Context: an optimization exercise on an open-source flow, tuned for small area and a short achievable clock period. The choices shown serve that exercise and are no tape-out recipe.
RTL that was checked went through simulation tests only; none was proved equivalent to the original.
The clock port is modelled as an ideal driver, which makes a skipped or thinned clock tree look cheaper than it is; a real chip needs a root buffer or a tree.
Power and IR drop assume default switching activity.

## run E
==> flow/design.v (excerpt) <==
module ParallelFIR(input wire clk,
                   input wire signed [7:0] x,
                   output reg signed [17:0] y);
  reg [7:0] x1, x2, x3, x4, x5, x6, x7, x8, x9, x10, x11, x12, x13, x14, x15, x16, x17;
  reg p4_0_0, p4_1_0, p4_1_1, p4_2_0, p4_2_1, p4_3_0, p4_3_1, p4_4_0, p4_4_1, p4_5_0, p4_5_1, p4_6_0, p4_6_1, p4_7_0, p4_7_1, p4_8_0, p4_8_1, p4_9_0, p4_9_1, p4_10_0, p4_10_1, p4_11_0, p4_11_1, p4_12_0, p3_0_0, p3_0_1, p3_1_0, p3_1_1, p3_2_0, p3_2_1, p3_3_0, p3_3_1, p3_4_0, p3_4_1, p3_5_0, p3_5_1, p3_6_0, p3_6_1, p3_7_0, p3_7_1, p3_8_0, p3_8_1, p3_9_0, p3_9_1, p3_10_0, p3_10_1, p3_11_0, p3_11_1, p3_12_0, p3_12_1, p3_13_0, p3_13_1, p3_14_0, p3_14_1, p2_0_0, p2_0_1, p2_1_0, p2_1_1, p2_2_0, p2_2_1, p2_3_0, p2_3_1, p2_4_0, p2_4_1, p2_5_0, p2_5_1, p2_6_0, p2_6_1, p2_7_0, p2_7_1, p2_8_0, p2_8_1, p2_9_0, p2_9_1, p2_10_0, p2_10_1, p2_11_0, p2_11_1, p2_12_0, p2_12_1, p2_13_0, p2_13_1, p2_14_0, p2_14_1, p2_15_0, p2_15_1, p2_16_0, p1_0_0, p1_0_1, p1_1_0, p1_1_1, p1_2_0, p1_2_1, p1_3_0, p1_3_1, p1_4_0, p1_4_1, p1_5_0, p1_5_1, p1_6_0, p1_6_1, p1_7_0, p1_7_1, p1_8_0, p1_8_1, p1_9_0, p1_9_1, p1_10_0, p1_10_1, p1_11_0, p1_11_1, p1_12_0, p1_12_1, p1_13_0, p1_13_1, p1_14_0, p1_14_1, p1_15_0, p1_15_1, p1_16_0, p1_16_1;
  wire [7:0] xo = {~x[7], x[6:0]};
  wire s1, c1;
  FullAdd u1 (.a(x12[2]), .b(x12[1]), .c(x15[3]), .s(s1), .co(c1));
  wire s2, c2;
  FullAdd u2 (.a(x12[3]), .b(x12[2]), .c(x12[0]), .s(s2), .co(c2));
  wire s3, c3;
  FullAdd u3 (.a(x13[1]), .b(x14[3]), .c(x14[1]), .s(s3), .co(c3));
  wire s4, c4;
  FullAdd u4 (.a(x12[4]), .b(x12[3]), .c(x12[1]), .s(s4), .co(c4));
  wire s5, c5;
  FullAdd u5 (.a(x13[2]), .b(x14[4]), .c(x14[2]), .s(s5), .co(c5));
  wire s6 = x15[5] ^ x16[4];
  wire c6 = x15[5] & x16[4];
  wire s7, c7;
  FullAdd u7 (.a(x12[5]), .b(x12[4]), .c(x12[2]), .s(s7), .co(c7));
  wire s8, c8;
  FullAdd u8 (.a(x13[3]), .b(x14[5]), .c(x14[3]), .s(s8), .co(c8));
  wire n9 = ~x17[5];
  wire s10, c10;
  FullAdd u10 (.a(x15[6]), .b(x16[5]), .c(n9), .s(s10), .co(c10));
  wire s11, c11;
  ...
==> flow/config.mk <==
export PLATFORM = sky130hd
export DESIGN_NAME = ParallelFIR
export DESIGN_NICKNAME = ParallelFIR
export VERILOG_FILES = /design/flow/design.v
export SDC_FILE = /design/flow/constraint.sdc
export NUM_CORES = 4
export LEC_CHECK = 0
export CAP_MARGIN = 20
export CORE_MARGIN = 2
export CORE_UTILIZATION = 50
export SLEW_MARGIN = 20
export SYNTH_HIERARCHICAL = 1
export SYNTH_MINIMUM_KEEP_SIZE = 0
==> flow/constraint.sdc <==
create_clock -name core_clock -period 11.0 [get_ports {clk}]
set_input_delay 2.2000 -clock core_clock [delete_from_list [all_inputs] [get_ports {clk}]]
set_output_delay 2.2000 -clock core_clock [all_outputs]
set_load 0.01 [all_outputs]
standard.sh (not shown) runs the stock make flow with config.mk's settings and CLKGATE_MAP_FILE= SYNTH_SCRIPT=/design/flow/synth_recipe.tcl, a recipe that flattens the netlist after the stock synthesis.
==> flow/flow/run.sh <==
#!/bin/bash
# The standard layout with these changes to how it is made (the SDC and
# its clock period are unchanged):
#  - repair_timing keeps extra setup margin, so that it sizes the design for a
#    shorter achieved period;
#  - the clock tree uses larger sink clusters and no dummy loads, and after CTS
#    its branch level is removed and the root split in two (flatten_clock.tcl),
#    so every register is clocked through one root buffer and one leaf buffer;
#  - the port buffers are buf_2 cells.
# Each tool's full output is in the ORFS logs; make's output is in
# standard_cts.log and standard.log, the clock edit's in flatten_clock.log.
set -e
export SETUP_SLACK_MARGIN=7.95
export CTS_ARGS="-sink_clustering_enable -repair_clock_nets -dont_use_dummy_load -buf_list sky130_fd_sc_hd__clkbuf_16 -sink_clustering_size 30 -sink_clustering_max_diameter 200"
export BUFFER_PORTS_ARGS="-buffer_cell sky130_fd_sc_hd__buf_2"
bash standard.sh cts > standard_cts.log 2>&1
CLK_TWO_ROOTS=1 CTS_ODB=$PWD/orfs/results/$FLOW_PLATFORM/ParallelFIR/base/4_cts.odb openroad -no_init -exit flow/flatten_clock.tcl > flatten_clock.log 2>&1
bash standard.sh > standard.log 2>&1
Other scripts of this flow, unchanged in this note and not shown: flow/flow/flatten_clock.tcl
Input changes introduced in run C (baseline for comparison: run E):
diff --git a/flow/design.v b/flow/design.v
--- a/flow/design.v
+++ b/flow/design.v
@@ -857,81 +857,24 @@
   wire s498 = p1_12_0 ^ p1_12_1;
   wire c498 = p1_12_0 & p1_12_1;
   wire s499 = p1_13_0 ^ p1_13_1;
   wire c499 = p1_13_0 & p1_13_1;
   wire s500 = p1_14_0 ^ p1_14_1;
   wire c500 = p1_14_0 & p1_14_1;
   wire s501 = p1_15_0 ^ p1_15_1;
   wire c501 = p1_15_0 & p1_15_1;
   wire s502 = p1_16_0 ^ p1_16_1;
   wire c502 = p1_16_0 & p1_16_1;
   wire [17:0] r0 = {c502, c501, c500, c499, c498, c497, c496, c495, c494, c492, ~c490, ~c488, c486, c484, c482, c480, s480, p1_0_0};
   wire [17:0] r1 = {1'b1, s502, s501, s500, s499, s498, s497, s496, s495, s494, s492, ~s490, ~s488, s486, s484, s482, ~x1[0], ~p1_0_1};
-  wire [17:0] gp = r0 & r1;
-  wire [17:0] pp = r0 ^ r1;
-  wire g503 = gp[1] | (pp[1] & gp[0]);
-  wire g504 = gp[3] | (pp[3] & gp[2]);
-  wire q504 = pp[3] & pp[2];
-  wire g505 = gp[5] | (pp[5] & gp[4]);
-  wire q505 = pp[5] & pp[4];
-  wire g506 = gp[7] | (pp[7] & gp[6]);
-  wire q506 = pp[7] & pp[6];
-  wire g507 = gp[9] | (pp[9] & gp[8]);
-  wire q507 = pp[9] & pp[8];
-  wire g508 = gp[11] | (pp[11] & gp[10]);
-  wire q508 = pp[11] & pp[10];
-  wire g509 = gp[13] | (pp[13] & gp[12]);
-  wire q509 = pp[13] & pp[12];
-  wire g510 = gp[15] | (pp[15] & gp[14]);
-  wire q510 = pp[15] & pp[14];
-  wire g511 = gp[17] | (pp[17] & gp[16]);
-  wire q511 = pp[17] & pp[16];
-  wire g512 = gp[2] | (pp[2] & g503);
-  wire g513 = g504 | (q504 & g503);
-  wire g514 = gp[6] | (pp[6] & g505);
-  wire q514 = pp[6] & q505;
-  wire g515 = g506 | (q506 & g505);
-  wire q515 = q506 & q505;
-  wire g516 = gp[10] | (pp[10] & g507);
-  wire q516 = pp[10] & q507;
-  wire g517 = g508 | (q508 & g507);
-  wire q517 = q508 & q507;
-  wire g518 = gp[14] | (pp[14] & g509);
-  wire q518 = pp[14] & q509;
-  wire g519 = g510 | (q510 & g509);
-  wire q519 = q510 & q509;
-  wire g520 = gp[4] | (pp[4] & g513);
-  wire g521 = g505 | (q505 & g513);
-  wire g522 = g514 | (q514 & g513);
-  wire g523 = g515 | (q515 & g513);
-  wire g524 = gp[12] | (pp[12] & g517);
-  wire q524 = pp[12] & q517;
-  wire g525 = g509 | (q509 & g517);
-  wire q525 = q509 & q517;
-  wire g526 = g518 | (q518 & g517);
-  wire q526 = q518 & q517;
-  wire g527 = g519 | (q519 & g517);
-  wire q527 = q519 & q517;
-  wire g528 = gp[8] | (pp[8] & g523);
-  wire g529 = g507 | (q507 & g523);
-  wire g530 = g516 | (q516 & g523);
-  wire g531 = g517 | (q517 & g523);
-  wire g532 = g524 | (q524 & g523);
-  wire g533 = g525 | (q525 & g523);
-  wire g534 = g526 | (q526 & g523);
-  wire g535 = g527 | (q527 & g523);
-  wire g536 = gp[16] | (pp[16] & g535);
-  wire g537 = g511 | (q511 & g535);
-  wire [17:0] cy = {g536, g535, g534, g533, g532, g531, g530, g529, g528, g523, g522, g521, g520, g513, g512, g503, gp[0], 1'b0};
-  wire [17:0] sum = pp ^ cy;
   always @(posedge clk) begin
     x1 <= xo;
     x2 <= x1;
     x3 <= x2;
     x4 <= x3;
     x5 <= x4;
     x6 <= x5;
     x7 <= x6;
     x8 <= x7;
     x9 <= x8;
     x10 <= x9;
     x11 <= x10;
@@ -1053,20 +996,20 @@
     p1_11_0 <= c473;
     p1_11_1 <= s475;
     p1_12_0 <= c475;
     p1_12_1 <= s476;
     p1_13_0 <= c476;
     p1_13_1 <= s477;
     p1_14_0 <= c477;
     p1_14_1 <= s478;
     p1_15_0 <= c478;
     p1_15_1 <= s479;
     p1_16_0 <= c479;
     p1_16_1 <= p2_16_0;
-    y <= sum;
+    y <= r0 + r1;
   end
 endmodule
 module FullAdd(input wire a, input wire b, input wire c,
                output wire s, output wire co);
   assign s = a ^ b ^ c;
   assign co = (a & b) | (a & c) | (b & c);
 endmodule
==> notes.md <==
Run C vs run E, area after synthesis went up by about 1%.
Compared run C against run E; clock-net power within noise.
Run C and run E ended up with roughly the same fmax.
Diff run E -> run C | per-cell via count in the routed design | up slightly
Summary of run C over run E: via count rose 138; power in sequential cells neither gained nor lost much; met3 wire length fell by about 15%; net load switching power higher.
For final cycle utilization of the critical path, run C and run E come out practically identical.
Looking at first-pass GRT wire length across both flows, run C is the weaker of the two, with run E ahead.
Total die area (run C over run E): increase, about 1%
Post-layout instance area up 0.71% in run C wrt run E
Fraction of the mapped netlist area in compound gates in run C vs run E: up 1.1 points
The RTL of run E was laid out without a check of its function.

==> port drivers added, routing unchanged <==
How much do the figures lean on ideal ports? The routed layouts below were timed once more, with nothing changed but the port constraints. Step 1: set_driving_cell puts a clkbuf_16 on clk and a buf_2 on each other input, an assumption about the parent block. Step 2, shift: input delay + t, output delay - t, t = (earliest + latest rising clock arrival at the registers) / 2. This alone moves slack from input paths to output paths. Slacks: ideal / step 1 / step 2; pairs: ideal / step 1.
| run | t, ns | setup WS [ns] | worst setup path at the end | slew at the worst register clock pin (ns) | worst data-port slew with drivers (ns) |
|---|---|---|---|---|---|
| run E | 0.404 | 7.998 / 7.936 / 8.024 | register to register | 0.12 / 0.12 | 0.03 |
| run C | 0.411 | 8.006 / 7.939 / 8.043 | register to register | 0.11 / 0.11 | 0.03 |
After both steps setup and hold are still met in every run listed.
